Background: an optimization exercise with open tools, aiming at small area and a short achievable clock period. Do not read the settings as production practice.
Only the layout flow was run in this run; the RTL was not checked for function there.
Power and IR drop assume default switching activity.

**flow/flow/run.sh**
```bash
#!/bin/bash
set -euo pipefail
export BUFFER_PORTS_ARGS="-buffer_cell sky130_fd_sc_hd__buf_2"
bash standard.sh > standard_make.log 2>&1
```
**flow/standard.sh**
```bash
#!/bin/bash
# synth_recipe.tcl (not shown) runs the flow's synth.tcl, then flattens the netlist and writes it again
# the make line also repeats each setting of config.mk as NAME=value (left out here)
make -C /OpenROAD-flow-scripts/flow DESIGN_CONFIG=/design/flow/config.mk WORK_HOME=/design/flow/orfs CLKGATE_MAP_FILE= SYNTH_SCRIPT=/design/flow/synth_recipe.tcl "${@:-finish}"
```
**flow/config.mk**
```make
export PLATFORM = sky130hd
export DESIGN_NAME = movavg
export DESIGN_NICKNAME = movavg
export VERILOG_FILES = /design/flow/design.v
export SDC_FILE = /design/flow/constraint.sdc
export NUM_CORES = 4
export LEC_CHECK = 0
export CAP_MARGIN = 20
export CORE_MARGIN = 2
export CORE_UTILIZATION = 65
export CTS_BUF_LIST = sky130_fd_sc_hd__clkbuf_4 sky130_fd_sc_hd__clkbuf_8
export PLACE_DENSITY = 0.75
export SETUP_SLACK_MARGIN = 1.5
export SLEW_MARGIN = 20
```
**flow/constraint.sdc**
```tcl
create_clock -name core_clock -period 7.5 [get_ports {clk}]
set_input_delay 1.5000 -clock core_clock [delete_from_list [all_inputs] [get_ports {clk}]]
set_output_delay 1.5000 -clock core_clock [all_outputs]
set_load 0.01 [all_outputs]
```
**flow/design.v**
```verilog
module movavg(
    input logic clk,
    input logic reset,
    input logic [63:0] din,
    output logic [63:0] dout
);
   logic [63:0] t1, t2, t3;
   logic [63:0] s1, c1, x1, s2, c2;
   logic ao_w1;
   logic ao_w2;
   logic ao_w3;
   logic ao_w4;
   logic ao_w5;
   logic ao_w6;
   logic ao_w7;
   logic ao_w8;
   logic ao_w9;
   logic ao_w10;
   logic ao_w11;
   logic ao_w12;
   logic ao_w13;
   logic ao_w14;
   logic ao_w15;
   logic ao_w16;
   logic ao_w17;
   logic ao_w18;
   logic ao_w19;
   logic ao_w20;
   logic ao_w21;
   logic ao_w22;
   logic ao_w23;
   logic ao_w24;
   logic ao_w25;
   logic ao_w26;
   logic ao_w27;
   logic ao_w28;
   logic ao_w29;
   logic ao_w30;
   logic ao_w31;
   logic ao_w32;
   logic ao_w33;
   logic ao_w34;
   logic ao_w35;
   logic ao_w36;
   logic ao_w37;
   logic ao_w38;
   logic ao_w39;
   logic ao_w40;
   logic ao_w41;
   logic ao_w42;
   logic ao_w43;
   logic ao_w44;
   logic ao_w45;
   logic ao_w46;
   logic ao_w47;
   logic ao_w48;
   logic ao_w49;
   logic ao_w50;
   logic ao_w51;
   logic ao_w52;
   logic ao_w53;
   logic ao_w54;
   logic ao_w55;
   logic ao_w56;
   logic ao_w57;
   logic ao_w58;
   logic ao_w59;
   logic ao_w60;
   logic ao_w61;
   logic ao_w62;
   logic ao_w63;
   logic ao_w64;
   logic ao_w65;
   logic ao_w66;
   logic ao_w67;
   logic ao_w68;
   logic ao_w69;
   logic ao_w70;
   logic ao_w71;
   logic ao_w72;
   logic ao_w73;
   logic ao_w74;
   logic ao_w75;
   logic ao_w76;
   logic ao_w77;
   logic ao_w78;
   logic ao_w79;
   logic ao_w80;
   logic ao_w81;
   logic ao_w82;
   logic ao_w83;
   logic ao_w84;
   logic ao_w85;
   logic ao_w86;
   logic ao_w87;
   logic ao_w88;
   logic ao_w89;
   logic ao_w90;
   logic ao_w91;
   logic ao_w92;
   logic ao_w93;
   logic ao_w94;
   logic ao_w95;
   logic ao_w96;
   logic ao_w97;
   logic ao_w98;
   logic ao_w99;
   logic ao_w100;
   logic ao_w101;
   logic ao_w102;
   logic ao_w103;
   logic ao_w104;
   logic ao_w105;
   logic ao_w106;
   logic ao_w107;
   logic ao_w108;
   logic ao_w109;
   logic ao_w110;
   logic ao_w111;
   logic ao_w112;
   logic ao_w113;
   logic ao_w114;
   logic ao_w115;
   logic ao_w116;
   logic ao_w117;
   logic ao_w118;
   logic ao_w119;
   logic ao_w120;
   logic ao_w121;
   logic ao_w122;
   logic ao_w123;
   logic ao_w124;
   logic ao_w125;
   logic ao_w126;
   logic ao_w127;
   logic ao_w128;
   logic ao_w129;
   logic ao_w130;
   logic ao_w131;
   logic ao_w132;
   logic ao_w133;
   logic ao_w134;
   logic ao_w135;
   logic ao_w136;
   logic ao_w137;
   logic ao_w138;
   logic ao_w139;
   logic ao_w140;
   logic ao_w141;
   logic ao_w142;
   logic ao_w143;
   logic ao_w144;
   logic ao_w145;
   logic ao_w146;
   logic ao_w147;
   logic ao_w148;
   logic ao_w149;
   logic ao_w150;
   logic ao_w151;
   logic ao_w152;
   logic ao_w153;
   logic ao_w154;
   logic ao_w155;
   logic ao_w156;
   logic ao_w157;
   logic ao_w158;
   logic ao_w159;
   logic ao_w160;
   logic ao_w161;
   logic ao_w162;
   logic ao_w163;
   logic ao_w164;
   logic ao_w165;
   logic ao_w166;
   logic ao_w167;
   logic ao_w168;
   logic ao_w169;
   logic ao_w170;
   logic ao_w171;
   logic ao_w172;
   logic ao_w173;
   logic ao_w174;
   logic ao_w175;
   logic ao_w176;
   logic ao_w177;
   logic ao_w178;
   logic ao_w179;
   logic ao_w180;
   logic ao_w181;
   logic ao_w182;
   logic ao_w183;
   logic ao_w184;
   logic ao_w185;
   logic ao_w186;
   logic ao_w187;
   logic ao_w188;
   logic ao_w189;
   logic ao_w190;
   logic ao_w191;
   logic ao_w192;
   logic ao_w193;
   logic ao_w194;
   logic ao_w195;
   logic ao_w196;
   logic ao_w197;
   logic ao_w198;
   logic ao_w199;
   logic ao_w200;
   logic ao_w201;
   logic ao_w202;
   logic ao_w203;
   logic ao_w204;
   logic ao_w205;
   logic ao_w206;
   logic ao_w207;
   logic ao_w208;
   logic ao_w209;
   logic ao_w210;
   logic ao_w211;
   logic ao_w212;
   logic ao_w213;
   logic ao_w214;
   logic ao_w215;
   logic ao_w216;
   logic ao_w217;
   logic ao_w218;
   logic ao_w219;
   logic ao_w220;
   logic ao_w221;
   logic ao_w222;
   logic ao_w223;
   logic ao_w224;
   logic ao_w225;
   logic ao_w226;
   logic ao_w227;
   logic ao_w228;
   logic ao_w229;
   logic ao_w230;
   logic ao_w231;
   logic ao_w232;
   logic ao_w233;
   logic ao_w234;
   logic ao_w235;
   logic ao_w236;
   logic ao_w237;
   logic ao_w238;
   logic ao_w239;
   logic ao_w240;
   logic ao_w241;
   logic ao_w242;
   logic ao_w243;
   logic ao_w244;
   logic ao_w245;
   logic ao_w246;
   logic ao_w247;
   logic ao_w248;
   logic ao_w249;
   logic ao_w250;
   logic ao_w251;
   logic ao_w252;
   logic ao_w253;
   logic ao_w254;
   logic ao_w255;
   logic ao_w256;
   logic ao_w257;
   logic ao_w258;
   logic ao_w259;
   logic ao_w260;
   logic ao_w261;
   logic ao_w262;
   logic ao_w263;
   logic ao_w264;
   logic ao_w265;
   logic ao_w266;
   logic ao_w267;
   logic ao_w268;
   logic ao_w269;
   logic ao_w270;
   logic ao_w271;
   logic ao_w272;
   logic ao_w273;
   logic ao_w274;
   logic ao_w275;
   logic ao_w276;
   logic ao_w277;
   logic ao_w278;
   logic ao_w279;
   logic ao_w280;
   logic ao_w281;
   logic ao_w282;
   logic ao_w283;
   logic ao_w284;
   logic ao_w285;
   logic ao_w286;
   logic ao_w287;
   logic ao_w288;
   logic ao_w289;
   logic ao_w290;
   logic ao_w291;
   logic ao_w292;
   logic ao_w293;
   logic ao_w294;
   logic ao_w295;
   logic ao_w296;
   logic ao_w297;
   logic ao_w298;
   logic ao_w299;
   logic ao_w300;
   logic ao_w301;
   logic ao_w302;
   logic ao_w303;
   logic ao_w304;
   logic ao_w305;
   logic ao_w306;
   logic ao_w307;
   logic ao_w308;
   logic ao_w309;
   logic ao_w310;
   logic ao_w311;
   logic ao_w312;
   logic ao_w313;
   logic ao_w314;
   logic ao_w315;
   logic ao_w316;
   logic ao_w317;
   logic ao_w318;
   logic ao_w319;
   logic ao_w320;
   logic ao_w321;
   logic ao_w322;
   logic ao_w323;
   logic ao_w324;
   logic ao_w325;
   logic ao_w326;
   logic ao_w327;
   logic ao_w328;
   logic ao_w329;
   logic ao_w330;
   logic ao_w331;
   logic ao_w332;
   logic ao_w333;
   logic ao_w334;
   logic ao_w335;
   logic ao_w336;
   logic ao_w337;
   logic ao_w338;
   logic ao_w339;
   logic ao_w340;
   logic ao_w341;
   logic ao_w342;
   logic ao_w343;
   logic ao_w344;
   logic ao_w345;
   logic ao_w346;
   logic ao_w347;
   logic ao_w348;
   logic ao_w349;
   logic ao_w350;
   logic ao_w351;
   logic ao_w352;
   logic ao_w353;
   logic ao_w354;
   logic ao_w355;
   logic ao_w356;
   logic ao_w357;
   logic ao_w358;
   logic ao_w359;
   logic ao_w360;
   logic ao_w361;
   logic ao_w362;
   logic ao_w363;
   logic ao_w364;
   logic ao_w365;
   logic ao_w366;
   logic ao_w367;
   logic ao_w368;
   logic ao_w369;
   logic ao_w370;
   logic ao_w371;
   logic ao_w372;
   logic ao_w373;
   logic ao_w374;
   logic ao_w375;
   logic ao_w376;
   logic ao_w377;
   logic ao_w378;
   logic ao_w379;
   logic ao_w380;
   logic ao_w381;
   logic ao_w382;
   logic ao_w383;
   logic ao_w384;
   logic ao_w385;
   logic ao_w386;
   logic ao_w387;
   logic ao_w388;
   logic ao_w389;
   logic ao_w390;
   logic ao_w391;
   logic ao_w392;
   logic ao_w393;
   logic ao_w394;
   logic ao_w395;
   logic ao_w396;
   logic ao_w397;
   logic ao_w398;
   logic ao_w399;
   logic ao_w400;
   logic ao_w401;
   logic ao_w402;
   logic ao_w403;
   logic ao_w404;
   logic ao_w405;
   logic ao_w406;
   logic ao_w407;
   logic ao_w408;
   logic ao_w409;
   logic ao_w410;
   logic ao_w411;
   logic ao_w412;
   logic ao_w413;
   logic ao_w414;
   logic ao_w415;
   logic ao_w416;
   logic ao_w417;
   logic ao_w418;
   logic ao_w419;
   logic ao_w420;
   logic ao_w421;
   logic ao_w422;
   logic ao_w423;
   logic ao_w424;
   logic ao_w425;
   logic ao_w426;
   logic ao_w427;
   logic ao_w428;
   logic ao_w429;
   logic ao_w430;
   logic ao_w431;
   logic ao_w432;
   logic ao_w433;
   logic ao_w434;
   logic ao_w435;
   logic ao_w436;
   logic ao_w437;
   logic ao_w438;
   logic ao_w439;
   logic ao_w440;
   logic ao_w441;
   logic ao_w442;
   logic ao_w443;
   assign s1 = t1 ^ t2 ^ t3;
   assign c1 = {(t1[62:0] & t2[62:0]) | (t3[62:0] & (t1[62:0] | t2[62:0])), 1'b0};
   assign x1 = s1 ^ c1;
   assign s2 = din ^ x1;
   assign c2 = {x1[62:0] & din[62:0] | ~x1[62:0] & s1[62:0], 1'b0};
   assign ao_w1 = s2[0] & c2[0];
   assign ao_w2 = s2[1] & c2[1];
   assign ao_w3 = s2[2] & c2[2];
   assign ao_w4 = s2[3] & c2[3];
   assign ao_w5 = s2[4] & c2[4];
   assign ao_w6 = s2[5] & c2[5];
   assign ao_w7 = s2[6] & c2[6];
   assign ao_w8 = s2[7] & c2[7];
   assign ao_w9 = s2[8] & c2[8];
   assign ao_w10 = s2[9] & c2[9];
   assign ao_w11 = s2[10] & c2[10];
   assign ao_w12 = s2[11] & c2[11];
   assign ao_w13 = s2[12] & c2[12];
   assign ao_w14 = s2[13] & c2[13];
   assign ao_w15 = s2[14] & c2[14];
   assign ao_w16 = s2[15] & c2[15];
   assign ao_w17 = s2[16] & c2[16];
   assign ao_w18 = s2[17] & c2[17];
   assign ao_w19 = s2[18] & c2[18];
   assign ao_w20 = s2[19] & c2[19];
   assign ao_w21 = s2[20] & c2[20];
   assign ao_w22 = s2[21] & c2[21];
   assign ao_w23 = s2[22] & c2[22];
   assign ao_w24 = s2[23] & c2[23];
   assign ao_w25 = s2[24] & c2[24];
   assign ao_w26 = s2[25] & c2[25];
   assign ao_w27 = s2[26] & c2[26];
   assign ao_w28 = s2[27] & c2[27];
   assign ao_w29 = s2[28] & c2[28];
   assign ao_w30 = s2[29] & c2[29];
   assign ao_w31 = s2[30] & c2[30];
   assign ao_w32 = s2[31] & c2[31];
   assign ao_w33 = s2[32] & c2[32];
   assign ao_w34 = s2[33] & c2[33];
   assign ao_w35 = s2[34] & c2[34];
   assign ao_w36 = s2[35] & c2[35];
   assign ao_w37 = s2[36] & c2[36];
   assign ao_w38 = s2[37] & c2[37];
   assign ao_w39 = s2[38] & c2[38];
   assign ao_w40 = s2[39] & c2[39];
   assign ao_w41 = s2[40] & c2[40];
   assign ao_w42 = s2[41] & c2[41];
   assign ao_w43 = s2[42] & c2[42];
   assign ao_w44 = s2[43] & c2[43];
   assign ao_w45 = s2[44] & c2[44];
   assign ao_w46 = s2[45] & c2[45];
   assign ao_w47 = s2[46] & c2[46];
   assign ao_w48 = s2[47] & c2[47];
   assign ao_w49 = s2[48] & c2[48];
   assign ao_w50 = s2[49] & c2[49];
   assign ao_w51 = s2[50] & c2[50];
   assign ao_w52 = s2[51] & c2[51];
   assign ao_w53 = s2[52] & c2[52];
   assign ao_w54 = s2[53] & c2[53];
   assign ao_w55 = s2[54] & c2[54];
   assign ao_w56 = s2[55] & c2[55];
   assign ao_w57 = s2[56] & c2[56];
   assign ao_w58 = s2[57] & c2[57];
   assign ao_w59 = s2[58] & c2[58];
   assign ao_w60 = s2[59] & c2[59];
   assign ao_w61 = s2[60] & c2[60];
   assign ao_w62 = s2[61] & c2[61];
   assign ao_w63 = s2[62] & c2[62];
   assign ao_w64 = s2[63] & c2[63];
   assign ao_w65 = s2[0] ^ c2[0];
   assign ao_w66 = s2[1] ^ c2[1];
   assign ao_w67 = s2[2] ^ c2[2];
   assign ao_w68 = s2[3] ^ c2[3];
   assign ao_w69 = s2[4] ^ c2[4];
   assign ao_w70 = s2[5] ^ c2[5];
   assign ao_w71 = s2[6] ^ c2[6];
   assign ao_w72 = s2[7] ^ c2[7];
   assign ao_w73 = s2[8] ^ c2[8];
   assign ao_w74 = s2[9] ^ c2[9];
   assign ao_w75 = s2[10] ^ c2[10];
   assign ao_w76 = s2[11] ^ c2[11];
   assign ao_w77 = s2[12] ^ c2[12];
   assign ao_w78 = s2[13] ^ c2[13];
   assign ao_w79 = s2[14] ^ c2[14];
   assign ao_w80 = s2[15] ^ c2[15];
   assign ao_w81 = s2[16] ^ c2[16];
   assign ao_w82 = s2[17] ^ c2[17];
   assign ao_w83 = s2[18] ^ c2[18];
   assign ao_w84 = s2[19] ^ c2[19];
   assign ao_w85 = s2[20] ^ c2[20];
   assign ao_w86 = s2[21] ^ c2[21];
   assign ao_w87 = s2[22] ^ c2[22];
   assign ao_w88 = s2[23] ^ c2[23];
   assign ao_w89 = s2[24] ^ c2[24];
   assign ao_w90 = s2[25] ^ c2[25];
   assign ao_w91 = s2[26] ^ c2[26];
   assign ao_w92 = s2[27] ^ c2[27];
   assign ao_w93 = s2[28] ^ c2[28];
   assign ao_w94 = s2[29] ^ c2[29];
   assign ao_w95 = s2[30] ^ c2[30];
   assign ao_w96 = s2[31] ^ c2[31];
   assign ao_w97 = s2[32] ^ c2[32];
   assign ao_w98 = s2[33] ^ c2[33];
   assign ao_w99 = s2[34] ^ c2[34];
   assign ao_w100 = s2[35] ^ c2[35];
   assign ao_w101 = s2[36] ^ c2[36];
   assign ao_w102 = s2[37] ^ c2[37];
   assign ao_w103 = s2[38] ^ c2[38];
   assign ao_w104 = s2[39] ^ c2[39];
   assign ao_w105 = s2[40] ^ c2[40];
   assign ao_w106 = s2[41] ^ c2[41];
   assign ao_w107 = s2[42] ^ c2[42];
   assign ao_w108 = s2[43] ^ c2[43];
   assign ao_w109 = s2[44] ^ c2[44];
   assign ao_w110 = s2[45] ^ c2[45];
   assign ao_w111 = s2[46] ^ c2[46];
   assign ao_w112 = s2[47] ^ c2[47];
   assign ao_w113 = s2[48] ^ c2[48];
   assign ao_w114 = s2[49] ^ c2[49];
   assign ao_w115 = s2[50] ^ c2[50];
   assign ao_w116 = s2[51] ^ c2[51];
   assign ao_w117 = s2[52] ^ c2[52];
   assign ao_w118 = s2[53] ^ c2[53];
   assign ao_w119 = s2[54] ^ c2[54];
   assign ao_w120 = s2[55] ^ c2[55];
   assign ao_w121 = s2[56] ^ c2[56];
   assign ao_w122 = s2[57] ^ c2[57];
   assign ao_w123 = s2[58] ^ c2[58];
   assign ao_w124 = s2[59] ^ c2[59];
   assign ao_w125 = s2[60] ^ c2[60];
   assign ao_w126 = s2[61] ^ c2[61];
   assign ao_w127 = s2[62] ^ c2[62];
   assign ao_w128 = s2[63] ^ c2[63];
   assign ao_w129 = ao_w2 | (ao_w66 & ao_w1);
   assign ao_w130 = ao_w66 & ao_w65;
   assign ao_w131 = ao_w4 | (ao_w68 & ao_w3);
   assign ao_w132 = ao_w68 & ao_w67;
   assign ao_w133 = ao_w3 | (ao_w67 & ao_w129);
   assign ao_w134 = ao_w67 & ao_w130;
   assign ao_w135 = ao_w131 | (ao_w132 & ao_w129);
   assign ao_w136 = ao_w132 & ao_w130;
   assign ao_w137 = ao_w6 | (ao_w70 & ao_w5);
   assign ao_w138 = ao_w70 & ao_w69;
   assign ao_w139 = ao_w8 | (ao_w72 & ao_w7);
   assign ao_w140 = ao_w72 & ao_w71;
   assign ao_w141 = ao_w7 | (ao_w71 & ao_w137);
   assign ao_w142 = ao_w71 & ao_w138;
   assign ao_w143 = ao_w139 | (ao_w140 & ao_w137);
   assign ao_w144 = ao_w140 & ao_w138;
   assign ao_w145 = ao_w10 | (ao_w74 & ao_w9);
   assign ao_w146 = ao_w74 & ao_w73;
   assign ao_w147 = ao_w12 | (ao_w76 & ao_w11);
   assign ao_w148 = ao_w76 & ao_w75;
   assign ao_w149 = ao_w11 | (ao_w75 & ao_w145);
   assign ao_w150 = ao_w75 & ao_w146;
   assign ao_w151 = ao_w147 | (ao_w148 & ao_w145);
   assign ao_w152 = ao_w148 & ao_w146;
   assign ao_w153 = ao_w14 | (ao_w78 & ao_w13);
   assign ao_w154 = ao_w78 & ao_w77;
   assign ao_w155 = ao_w16 | (ao_w80 & ao_w15);
   assign ao_w156 = ao_w80 & ao_w79;
   assign ao_w157 = ao_w15 | (ao_w79 & ao_w153);
   assign ao_w158 = ao_w79 & ao_w154;
   assign ao_w159 = ao_w155 | (ao_w156 & ao_w153);
   assign ao_w160 = ao_w156 & ao_w154;
   assign ao_w161 = ao_w18 | (ao_w82 & ao_w17);
   assign ao_w162 = ao_w82 & ao_w81;
   assign ao_w163 = ao_w20 | (ao_w84 & ao_w19);
   assign ao_w164 = ao_w84 & ao_w83;
   assign ao_w165 = ao_w19 | (ao_w83 & ao_w161);
   assign ao_w166 = ao_w83 & ao_w162;
   assign ao_w167 = ao_w163 | (ao_w164 & ao_w161);
   assign ao_w168 = ao_w164 & ao_w162;
   assign ao_w169 = ao_w22 | (ao_w86 & ao_w21);
   assign ao_w170 = ao_w86 & ao_w85;
   assign ao_w171 = ao_w24 | (ao_w88 & ao_w23);
   assign ao_w172 = ao_w88 & ao_w87;
   assign ao_w173 = ao_w23 | (ao_w87 & ao_w169);
   assign ao_w174 = ao_w87 & ao_w170;
   assign ao_w175 = ao_w171 | (ao_w172 & ao_w169);
   assign ao_w176 = ao_w172 & ao_w170;
   assign ao_w177 = ao_w26 | (ao_w90 & ao_w25);
   assign ao_w178 = ao_w90 & ao_w89;
   assign ao_w179 = ao_w28 | (ao_w92 & ao_w27);
   assign ao_w180 = ao_w92 & ao_w91;
   assign ao_w181 = ao_w27 | (ao_w91 & ao_w177);
   assign ao_w182 = ao_w91 & ao_w178;
   assign ao_w183 = ao_w179 | (ao_w180 & ao_w177);
   assign ao_w184 = ao_w180 & ao_w178;
   assign ao_w185 = ao_w30 | (ao_w94 & ao_w29);
   assign ao_w186 = ao_w94 & ao_w93;
   assign ao_w187 = ao_w32 | (ao_w96 & ao_w31);
   assign ao_w188 = ao_w96 & ao_w95;
   assign ao_w189 = ao_w31 | (ao_w95 & ao_w185);
   assign ao_w190 = ao_w95 & ao_w186;
   assign ao_w191 = ao_w187 | (ao_w188 & ao_w185);
   assign ao_w192 = ao_w188 & ao_w186;
   assign ao_w193 = ao_w34 | (ao_w98 & ao_w33);
   assign ao_w194 = ao_w98 & ao_w97;
   assign ao_w195 = ao_w36 | (ao_w100 & ao_w35);
   assign ao_w196 = ao_w100 & ao_w99;
   assign ao_w197 = ao_w35 | (ao_w99 & ao_w193);
   assign ao_w198 = ao_w99 & ao_w194;
   assign ao_w199 = ao_w195 | (ao_w196 & ao_w193);
   assign ao_w200 = ao_w196 & ao_w194;
   assign ao_w201 = ao_w38 | (ao_w102 & ao_w37);
   assign ao_w202 = ao_w102 & ao_w101;
   assign ao_w203 = ao_w40 | (ao_w104 & ao_w39);
   assign ao_w204 = ao_w104 & ao_w103;
   assign ao_w205 = ao_w39 | (ao_w103 & ao_w201);
   assign ao_w206 = ao_w103 & ao_w202;
   assign ao_w207 = ao_w203 | (ao_w204 & ao_w201);
   assign ao_w208 = ao_w204 & ao_w202;
   assign ao_w209 = ao_w42 | (ao_w106 & ao_w41);
   assign ao_w210 = ao_w106 & ao_w105;
   assign ao_w211 = ao_w44 | (ao_w108 & ao_w43);
   assign ao_w212 = ao_w108 & ao_w107;
   assign ao_w213 = ao_w43 | (ao_w107 & ao_w209);
   assign ao_w214 = ao_w107 & ao_w210;
   assign ao_w215 = ao_w211 | (ao_w212 & ao_w209);
   assign ao_w216 = ao_w212 & ao_w210;
   assign ao_w217 = ao_w46 | (ao_w110 & ao_w45);
   assign ao_w218 = ao_w110 & ao_w109;
   assign ao_w219 = ao_w48 | (ao_w112 & ao_w47);
   assign ao_w220 = ao_w112 & ao_w111;
   assign ao_w221 = ao_w47 | (ao_w111 & ao_w217);
   assign ao_w222 = ao_w111 & ao_w218;
   assign ao_w223 = ao_w219 | (ao_w220 & ao_w217);
   assign ao_w224 = ao_w220 & ao_w218;
   assign ao_w225 = ao_w50 | (ao_w114 & ao_w49);
   assign ao_w226 = ao_w114 & ao_w113;
   assign ao_w227 = ao_w52 | (ao_w116 & ao_w51);
   assign ao_w228 = ao_w116 & ao_w115;
   assign ao_w229 = ao_w51 | (ao_w115 & ao_w225);
   assign ao_w230 = ao_w115 & ao_w226;
   assign ao_w231 = ao_w227 | (ao_w228 & ao_w225);
   assign ao_w232 = ao_w228 & ao_w226;
   assign ao_w233 = ao_w54 | (ao_w118 & ao_w53);
   assign ao_w234 = ao_w118 & ao_w117;
   assign ao_w235 = ao_w56 | (ao_w120 & ao_w55);
   assign ao_w236 = ao_w120 & ao_w119;
   assign ao_w237 = ao_w55 | (ao_w119 & ao_w233);
   assign ao_w238 = ao_w119 & ao_w234;
   assign ao_w239 = ao_w235 | (ao_w236 & ao_w233);
   assign ao_w240 = ao_w236 & ao_w234;
   assign ao_w241 = ao_w58 | (ao_w122 & ao_w57);
   assign ao_w242 = ao_w122 & ao_w121;
   assign ao_w243 = ao_w60 | (ao_w124 & ao_w59);
   assign ao_w244 = ao_w124 & ao_w123;
   assign ao_w245 = ao_w59 | (ao_w123 & ao_w241);
   assign ao_w246 = ao_w123 & ao_w242;
   assign ao_w247 = ao_w243 | (ao_w244 & ao_w241);
   assign ao_w248 = ao_w244 & ao_w242;
   assign ao_w249 = ao_w62 | (ao_w126 & ao_w61);
   assign ao_w250 = ao_w126 & ao_w125;
   assign ao_w251 = ao_w64 | (ao_w128 & ao_w63);
   assign ao_w252 = ao_w128 & ao_w127;
   assign ao_w253 = ao_w63 | (ao_w127 & ao_w249);
   assign ao_w254 = ao_w127 & ao_w250;
   assign ao_w255 = ao_w251 | (ao_w252 & ao_w249);
   assign ao_w256 = ao_w252 & ao_w250;
   assign ao_w257 = ao_w143 | (ao_w144 & ao_w135);
   assign ao_w258 = ao_w144 & ao_w136;
   assign ao_w259 = ao_w159 | (ao_w160 & ao_w151);
   assign ao_w260 = ao_w160 & ao_w152;
   assign ao_w261 = ao_w175 | (ao_w176 & ao_w167);
   assign ao_w262 = ao_w176 & ao_w168;
   assign ao_w263 = ao_w191 | (ao_w192 & ao_w183);
   assign ao_w264 = ao_w192 & ao_w184;
   assign ao_w265 = ao_w207 | (ao_w208 & ao_w199);
   assign ao_w266 = ao_w208 & ao_w200;
   assign ao_w267 = ao_w223 | (ao_w224 & ao_w215);
   assign ao_w268 = ao_w224 & ao_w216;
   assign ao_w269 = ao_w239 | (ao_w240 & ao_w231);
   assign ao_w270 = ao_w240 & ao_w232;
   assign ao_w271 = ao_w255 | (ao_w256 & ao_w247);
   assign ao_w272 = ao_w256 & ao_w248;
   assign ao_w273 = ao_w151 | (ao_w152 & ao_w257);
   assign ao_w274 = ao_w152 & ao_w258;
   assign ao_w275 = ao_w259 | (ao_w260 & ao_w257);
   assign ao_w276 = ao_w260 & ao_w258;
   assign ao_w277 = ao_w183 | (ao_w184 & ao_w261);
   assign ao_w278 = ao_w184 & ao_w262;
   assign ao_w279 = ao_w263 | (ao_w264 & ao_w261);
   assign ao_w280 = ao_w264 & ao_w262;
   assign ao_w281 = ao_w215 | (ao_w216 & ao_w265);
   assign ao_w282 = ao_w216 & ao_w266;
   assign ao_w283 = ao_w267 | (ao_w268 & ao_w265);
   assign ao_w284 = ao_w268 & ao_w266;
   assign ao_w285 = ao_w247 | (ao_w248 & ao_w269);
   assign ao_w286 = ao_w248 & ao_w270;
   assign ao_w287 = ao_w271 | (ao_w272 & ao_w269);
   assign ao_w288 = ao_w272 & ao_w270;
   assign ao_w289 = ao_w167 | (ao_w168 & ao_w275);
   assign ao_w290 = ao_w168 & ao_w276;
   assign ao_w291 = ao_w261 | (ao_w262 & ao_w275);
   assign ao_w292 = ao_w262 & ao_w276;
   assign ao_w293 = ao_w277 | (ao_w278 & ao_w275);
   assign ao_w294 = ao_w278 & ao_w276;
   assign ao_w295 = ao_w279 | (ao_w280 & ao_w275);
   assign ao_w296 = ao_w280 & ao_w276;
   assign ao_w297 = ao_w231 | (ao_w232 & ao_w283);
   assign ao_w298 = ao_w232 & ao_w284;
   assign ao_w299 = ao_w269 | (ao_w270 & ao_w283);
   assign ao_w300 = ao_w270 & ao_w284;
   assign ao_w301 = ao_w285 | (ao_w286 & ao_w283);
   assign ao_w302 = ao_w286 & ao_w284;
   assign ao_w303 = ao_w287 | (ao_w288 & ao_w283);
   assign ao_w304 = ao_w288 & ao_w284;
   assign ao_w305 = ao_w199 | (ao_w200 & ao_w295);
   assign ao_w306 = ao_w200 & ao_w296;
   assign ao_w307 = ao_w265 | (ao_w266 & ao_w295);
   assign ao_w308 = ao_w266 & ao_w296;
   assign ao_w309 = ao_w281 | (ao_w282 & ao_w295);
   assign ao_w310 = ao_w282 & ao_w296;
   assign ao_w311 = ao_w283 | (ao_w284 & ao_w295);
   assign ao_w312 = ao_w284 & ao_w296;
   assign ao_w313 = ao_w297 | (ao_w298 & ao_w295);
   assign ao_w314 = ao_w298 & ao_w296;
   assign ao_w315 = ao_w299 | (ao_w300 & ao_w295);
   assign ao_w316 = ao_w300 & ao_w296;
   assign ao_w317 = ao_w301 | (ao_w302 & ao_w295);
   assign ao_w318 = ao_w302 & ao_w296;
   assign ao_w319 = ao_w303 | (ao_w304 & ao_w295);
   assign ao_w320 = ao_w304 & ao_w296;
   assign ao_w321 = ao_w5 | (ao_w69 & ao_w135);
   assign ao_w322 = ao_w137 | (ao_w138 & ao_w135);
   assign ao_w323 = ao_w141 | (ao_w142 & ao_w135);
   assign ao_w324 = ao_w143 | (ao_w144 & ao_w135);
   assign ao_w325 = ao_w9 | (ao_w73 & ao_w257);
   assign ao_w326 = ao_w145 | (ao_w146 & ao_w257);
   assign ao_w327 = ao_w149 | (ao_w150 & ao_w257);
   assign ao_w328 = ao_w151 | (ao_w152 & ao_w257);
   assign ao_w329 = ao_w13 | (ao_w77 & ao_w273);
   assign ao_w330 = ao_w153 | (ao_w154 & ao_w273);
   assign ao_w331 = ao_w157 | (ao_w158 & ao_w273);
   assign ao_w332 = ao_w159 | (ao_w160 & ao_w273);
   assign ao_w333 = ao_w17 | (ao_w81 & ao_w275);
   assign ao_w334 = ao_w161 | (ao_w162 & ao_w275);
   assign ao_w335 = ao_w165 | (ao_w166 & ao_w275);
   assign ao_w336 = ao_w167 | (ao_w168 & ao_w275);
   assign ao_w337 = ao_w21 | (ao_w85 & ao_w289);
   assign ao_w338 = ao_w169 | (ao_w170 & ao_w289);
   assign ao_w339 = ao_w173 | (ao_w174 & ao_w289);
   assign ao_w340 = ao_w175 | (ao_w176 & ao_w289);
   assign ao_w341 = ao_w25 | (ao_w89 & ao_w291);
   assign ao_w342 = ao_w177 | (ao_w178 & ao_w291);
   assign ao_w343 = ao_w181 | (ao_w182 & ao_w291);
   assign ao_w344 = ao_w183 | (ao_w184 & ao_w291);
   assign ao_w345 = ao_w29 | (ao_w93 & ao_w293);
   assign ao_w346 = ao_w185 | (ao_w186 & ao_w293);
   assign ao_w347 = ao_w189 | (ao_w190 & ao_w293);
   assign ao_w348 = ao_w191 | (ao_w192 & ao_w293);
   assign ao_w349 = ao_w33 | (ao_w97 & ao_w295);
   assign ao_w350 = ao_w193 | (ao_w194 & ao_w295);
   assign ao_w351 = ao_w197 | (ao_w198 & ao_w295);
   assign ao_w352 = ao_w199 | (ao_w200 & ao_w295);
   assign ao_w353 = ao_w37 | (ao_w101 & ao_w305);
   assign ao_w354 = ao_w201 | (ao_w202 & ao_w305);
   assign ao_w355 = ao_w205 | (ao_w206 & ao_w305);
   assign ao_w356 = ao_w207 | (ao_w208 & ao_w305);
   assign ao_w357 = ao_w41 | (ao_w105 & ao_w307);
   assign ao_w358 = ao_w209 | (ao_w210 & ao_w307);
   assign ao_w359 = ao_w213 | (ao_w214 & ao_w307);
   assign ao_w360 = ao_w215 | (ao_w216 & ao_w307);
   assign ao_w361 = ao_w45 | (ao_w109 & ao_w309);
   assign ao_w362 = ao_w217 | (ao_w218 & ao_w309);
   assign ao_w363 = ao_w221 | (ao_w222 & ao_w309);
   assign ao_w364 = ao_w223 | (ao_w224 & ao_w309);
   assign ao_w365 = ao_w49 | (ao_w113 & ao_w311);
   assign ao_w366 = ao_w225 | (ao_w226 & ao_w311);
   assign ao_w367 = ao_w229 | (ao_w230 & ao_w311);
   assign ao_w368 = ao_w231 | (ao_w232 & ao_w311);
   assign ao_w369 = ao_w53 | (ao_w117 & ao_w313);
   assign ao_w370 = ao_w233 | (ao_w234 & ao_w313);
   assign ao_w371 = ao_w237 | (ao_w238 & ao_w313);
   assign ao_w372 = ao_w239 | (ao_w240 & ao_w313);
   assign ao_w373 = ao_w57 | (ao_w121 & ao_w315);
   assign ao_w374 = ao_w241 | (ao_w242 & ao_w315);
   assign ao_w375 = ao_w245 | (ao_w246 & ao_w315);
   assign ao_w376 = ao_w247 | (ao_w248 & ao_w315);
   assign ao_w377 = ao_w61 | (ao_w125 & ao_w317);
   assign ao_w378 = ao_w249 | (ao_w250 & ao_w317);
   assign ao_w379 = ao_w253 | (ao_w254 & ao_w317);
   assign ao_w380 = ao_w255 | (ao_w256 & ao_w317);
   assign ao_w381 = ao_w66 ^ ao_w1;
   assign ao_w382 = ao_w67 ^ ao_w129;
   assign ao_w383 = ao_w68 ^ ao_w133;
   assign ao_w384 = ao_w69 ^ ao_w135;
   assign ao_w385 = ao_w70 ^ ao_w321;
   assign ao_w386 = ao_w71 ^ ao_w322;
   assign ao_w387 = ao_w72 ^ ao_w323;
   assign ao_w388 = ao_w73 ^ ao_w324;
   assign ao_w389 = ao_w74 ^ ao_w325;
   assign ao_w390 = ao_w75 ^ ao_w326;
   assign ao_w391 = ao_w76 ^ ao_w327;
   assign ao_w392 = ao_w77 ^ ao_w328;
   assign ao_w393 = ao_w78 ^ ao_w329;
   assign ao_w394 = ao_w79 ^ ao_w330;
   assign ao_w395 = ao_w80 ^ ao_w331;
   assign ao_w396 = ao_w81 ^ ao_w332;
   assign ao_w397 = ao_w82 ^ ao_w333;
   assign ao_w398 = ao_w83 ^ ao_w334;
   assign ao_w399 = ao_w84 ^ ao_w335;
   assign ao_w400 = ao_w85 ^ ao_w336;
   assign ao_w401 = ao_w86 ^ ao_w337;
   assign ao_w402 = ao_w87 ^ ao_w338;
   assign ao_w403 = ao_w88 ^ ao_w339;
   assign ao_w404 = ao_w89 ^ ao_w340;
   assign ao_w405 = ao_w90 ^ ao_w341;
   assign ao_w406 = ao_w91 ^ ao_w342;
   assign ao_w407 = ao_w92 ^ ao_w343;
   assign ao_w408 = ao_w93 ^ ao_w344;
   assign ao_w409 = ao_w94 ^ ao_w345;
   assign ao_w410 = ao_w95 ^ ao_w346;
   assign ao_w411 = ao_w96 ^ ao_w347;
   assign ao_w412 = ao_w97 ^ ao_w348;
   assign ao_w413 = ao_w98 ^ ao_w349;
   assign ao_w414 = ao_w99 ^ ao_w350;
   assign ao_w415 = ao_w100 ^ ao_w351;
   assign ao_w416 = ao_w101 ^ ao_w352;
   assign ao_w417 = ao_w102 ^ ao_w353;
   assign ao_w418 = ao_w103 ^ ao_w354;
   assign ao_w419 = ao_w104 ^ ao_w355;
   assign ao_w420 = ao_w105 ^ ao_w356;
   assign ao_w421 = ao_w106 ^ ao_w357;
   assign ao_w422 = ao_w107 ^ ao_w358;
   assign ao_w423 = ao_w108 ^ ao_w359;
   assign ao_w424 = ao_w109 ^ ao_w360;
   assign ao_w425 = ao_w110 ^ ao_w361;
   assign ao_w426 = ao_w111 ^ ao_w362;
   assign ao_w427 = ao_w112 ^ ao_w363;
   assign ao_w428 = ao_w113 ^ ao_w364;
   assign ao_w429 = ao_w114 ^ ao_w365;
   assign ao_w430 = ao_w115 ^ ao_w366;
   assign ao_w431 = ao_w116 ^ ao_w367;
   assign ao_w432 = ao_w117 ^ ao_w368;
   assign ao_w433 = ao_w118 ^ ao_w369;
   assign ao_w434 = ao_w119 ^ ao_w370;
   assign ao_w435 = ao_w120 ^ ao_w371;
   assign ao_w436 = ao_w121 ^ ao_w372;
   assign ao_w437 = ao_w122 ^ ao_w373;
   assign ao_w438 = ao_w123 ^ ao_w374;
   assign ao_w439 = ao_w124 ^ ao_w375;
   assign ao_w440 = ao_w125 ^ ao_w376;
   assign ao_w441 = ao_w126 ^ ao_w377;
   assign ao_w442 = ao_w127 ^ ao_w378;
   assign ao_w443 = ao_w128 ^ ao_w379;
   assign dout = {ao_w443, ao_w442, ao_w441, ao_w440, ao_w439, ao_w438, ao_w437, ao_w436, ao_w435, ao_w434, ao_w433, ao_w432, ao_w431, ao_w430, ao_w429, ao_w428, ao_w427, ao_w426, ao_w425, ao_w424, ao_w423, ao_w422, ao_w421, ao_w420, ao_w419, ao_w418, ao_w417, ao_w416, ao_w415, ao_w414, ao_w413, ao_w412, ao_w411, ao_w410, ao_w409, ao_w408, ao_w407, ao_w406, ao_w405, ao_w404, ao_w403, ao_w402, ao_w401, ao_w400, ao_w399, ao_w398, ao_w397, ao_w396, ao_w395, ao_w394, ao_w393, ao_w392, ao_w391, ao_w390, ao_w389, ao_w388, ao_w387, ao_w386, ao_w385, ao_w384, ao_w383, ao_w382, ao_w381, ao_w65};
   always_ff @(posedge clk) begin
      if (reset) begin
         t1 <= 64'h0;
         t2 <= 64'h0;
         t3 <= 64'h0;
      end else begin
         t1 <= din;
         t2 <= t1;
         t3 <= t2;
      end
   end
endmodule
```
==> flow_summary.json <==
{
  "synth_edf_count": 0,
  "core-area_mm2": 0.0171,
  "drt_iter0_drc": 280,
  "num_rows": 48,
  "hold_path_class": "register to register",
  "yosysSeqAreaShare_pct": 34.3,
  "critPathLaunchType": "input port",
  "worst_setup_path_end_kind": "primary output",
  "final_layout_size_suffix_gt1_share_pct": 21.5,
  "tightest_slew_ns": 0.797,
  "seqPwrFrac_pct": 37.1,
  "gp_congestion": 0.772,
  "crit_family": "compound AO/OA/AOI/OAI gates",
  "cts_num_sinks": 192,
  "timing.critical_path.buf_inv": 2,
  "vias": 7121,
  "path_common_cell": "a21o_1",
  "maxCapViolCount": 0,
  "first_pass_iters": 4,
  "synth.area.top_cells": "dfxtp_1, xnor2_1, fa_1",
  "syn_nets": 1257,
  "rsz0062_at_grt": "true",
  "setup_violations": 0,
  "power_density_mw_per_mm2": 232,
  "drc": 0,
  "grt_pass1_vias": 7171,
  "ant_nets": 0,
  "start_util_pct": 65.7,
  "critPathMaxStageDelay_ns": 0.36,
  "slowest_stage": "a221o_1",
  "overflow": 0,
  "cts_tree": "built",
  "area_delta_synth_final_pct": 12.7,
  "routedWlPerCell_um": 14.4,
  "totalWireLength_um": 19900,
  "synth_flop_cell": "dfxtp_1",
  "hold_viol": 0,
  "portBuffers": 129,
  "synth.avg_cell_area_um2": 10.6,
  "die_w_um": 135,
  "fin_crit_sh_pct": 80.1,
  "outcome": "finished clean",
  "slew_violations": 0,
  "p_clk_share_pct": 22.1,
  "p_sw_share_pct": 35.2,
  "irDropWorstVdd_mv": 0.159,
  "cp_max_fo": 4,
  "dieArea_mm2": 0.0183,
  "synth-seq-cells": 192,
  "insertion_delay_ns": 0.45,
  "synth.top_cell.area_share_pct": 34.3,
  "total_leakage_power_nw": 5.38,
  "cts.clk_slew.worst_paths_ns": 0.10,
  "yosys.area.top_type": "dfxtp_1",
  "p_comb_share_pct": 40.8,
  "period_minus_slack_ns": 6.01,
  "cts_buffer_depth": 2,
  "required_ns": 6.00,
  "synth.cell_area_mm2": 0.0112,
  "p_sw_mw": 1.03,
  "htree_levels": 4,
  "grt_max_degree": 110,
  "clock.fmax_ghz": 0.166,
  "p_int_mw": 1.90,
  "worst-setup-path-type": "input port to primary output",
  "clock_skew_ns": 0.00660,
  "grt_usage_pct": 21.8,
  "timing.setup.tns_ns": 0,
  "cts-root-buf": "clkbuf_8",
  "synth_warnings": 1,
  "antenna_found_initial": 0,
  "antennaDiodeCount": 0,
  "via_per_inst": 5.16,
  "crit_chain": "buf_8 -> maj3_2 -> ha_4 -> and2_4 -> a221o_1 -> a221oi_4 -> nand2_2 -> a21o_1 -> a21o_1 -> a311o_1 -> a31oi_1 -> xnor2_1 -> buf_2",
  "arrival_ns": 4.51,
  "slew-limit-headroom_pct": 46.9,
  "io_pins": 130,
  "place_hpwl_um": 14200,
  "numCtsBuffers": 17,
  "utilization_pct": 74.1,
  "grt_pass1_wl_um": 32200,
  "synth_cells": 1059,
  "synthDistinctLibCells": 47,
  "final_net_count": 1341,
  "async_flop_share_pct": 0,
  "die_height_um": 135
}
[tightest hold or removal path, delay by kind of cell, from the launching register on]
kind | cells | cell delay, ns
flops | 1 | 0.31
buf+inv | 1 | 0.08
simple gates | 1 | 0.05
[timing repair]
item                                    in CTS  in global routing
pin swaps                                   26                 39
endpoints found under the setup margin      28                 25
gates cloned                                 0                  0
buffers inserted                            12                  9
hold buffers                                 0                  0
resized for setup                           37                 46
[power by group through the flow]
| stage | Combinational, mW | Sequential [mW] | Clock (mW) |
|---|---|---|---|
| 2_1_floorplan | 0.975 | 1.11 | 0 |
| 3_3_place_gp | 1.04 | 1.11 | 0 |
| 3_5_place_dp | 1.06 | 1.11 | 0 |
| 4_1_cts | 1.12 | 1.09 | 0.671 |
| 5_1_grt | 1.31 | 1.10 | 0.712 |
| 6_report | 1.20 | 1.09 | 0.649 |
[cells by family after synthesis]
group	share of synthesized area, %
AOI/OAI and AO/OA	6.67
xor gates and xnor gates	14.3
adders and majority gates	24.4
buffers and inverters	6.04
DFF	34.3
and+or+nand+nor	14.3
[worst paths after layout]
kind	startpoint	endpoint	slack, ns	depth (start not counted)
hold / removal	t2[55]	t3[55]	0.48	2
setup reg to reg	t1[10]	t2[10]	6.87	1
hold reg to reg	t2[55]	t3[55]	0.48	2
setup / recovery	din[10]	dout[31]	1.49	13
[Yosys cell counts, drive strengths merged (2+ instances only)]
cell    number
a21o        26
a21oi       36
a221oi       4
a311o        2
a31o         2
a31oi        6
and2         4
and3         2
and4         4
buf         65
clkbuf      21
dfxtp      192
fa          69
ha          63
inv         30
maj3        57
nand2       14
nand2b       4
nand3        7
nand4        9
nand4b       2
nor2        20
nor2b      194
nor3         5
o211ai       4
o21a         6
o21ai        9
o21bai       4
o41ai        2
xnor2      160
xor2        23
[area by class of cell]
cell class	instances	area, um2
tap	225	282
clock inverter	15	135
clock buffer	17	234
sequential	192	3840
fill	1289	4420
timing repair buffer	151	843
multi-input combinational	751	7190
inverter	30	113
[stage by stage]
step	area, um2	cells	hold WS (ns)	total power, mW	worst slack (ns)
5_1_grt	12600	1381	0.502	3.12	1.38
3_3_place_gp	11600	1328	0.462	2.16	1.12
4_1_cts	12300	1372	0.485	2.89	1.47
6_report	12600	1381	0.476	2.93	1.49
3_5_place_dp	11600	1328	0.470	2.17	1.09
2_1_floorplan	11200	1059	0.448	2.08	1.71
[layer usage]
layer | vias up | track usage, % | part of all wire (%)
li1 | 3597 | - | -
met1 | 3407 | 28.3 | 46
met2 | 104 | 37.8 | 49
met3 | 13 | 4.98 | 3.5
met4 | 0 | 4.17 | 0.86
met5 | - | 0 | 0
[sequential cells by signal, summed over array words and instances (netlist names)]
register / cells
t1: 64
t2: 64
t3: 64
[cell usage in the layout (no fill, tap or decap), types with 19 or more instances in the layout]
cell     count
nor2b_1    193
dfxtp_1    192
xnor2_1    151
buf_2      125
fa_1        69
maj3_1      52
ha_1        47
inv_1       30
a21o_1      26
a21oi_1     26
xor2_1      22
buf_4       22
nor2_1      19

-- re-timing with driven ports --
How much do the figures lean on ideal ports? The routed layout below was timed once more, with nothing changed but the port constraints.
Step 1 sets driving cells, clkbuf_16 on the clock port and buf_2 on the other inputs (assumed; they add their load-dependent delay and slew).
Step 2 times the ports against the registers' clock, not the clock port: input delays grow and output delays shrink by t, the midpoint of the rising clock arrivals with the driver on.
Slacks: ideal ports / drivers / drivers and shift; pairs: ideal ports / drivers.
shift t [ns]: 0.484
setup WS [ns]: 1.493 / 1.455 / 1.455
slew at the worst register clock pin (ns): 0.10 / 0.10
After both steps setup and hold are still met in this run. The setup slack of this run moves by -0.038 ns with the drivers and by -0.038 ns with both steps.
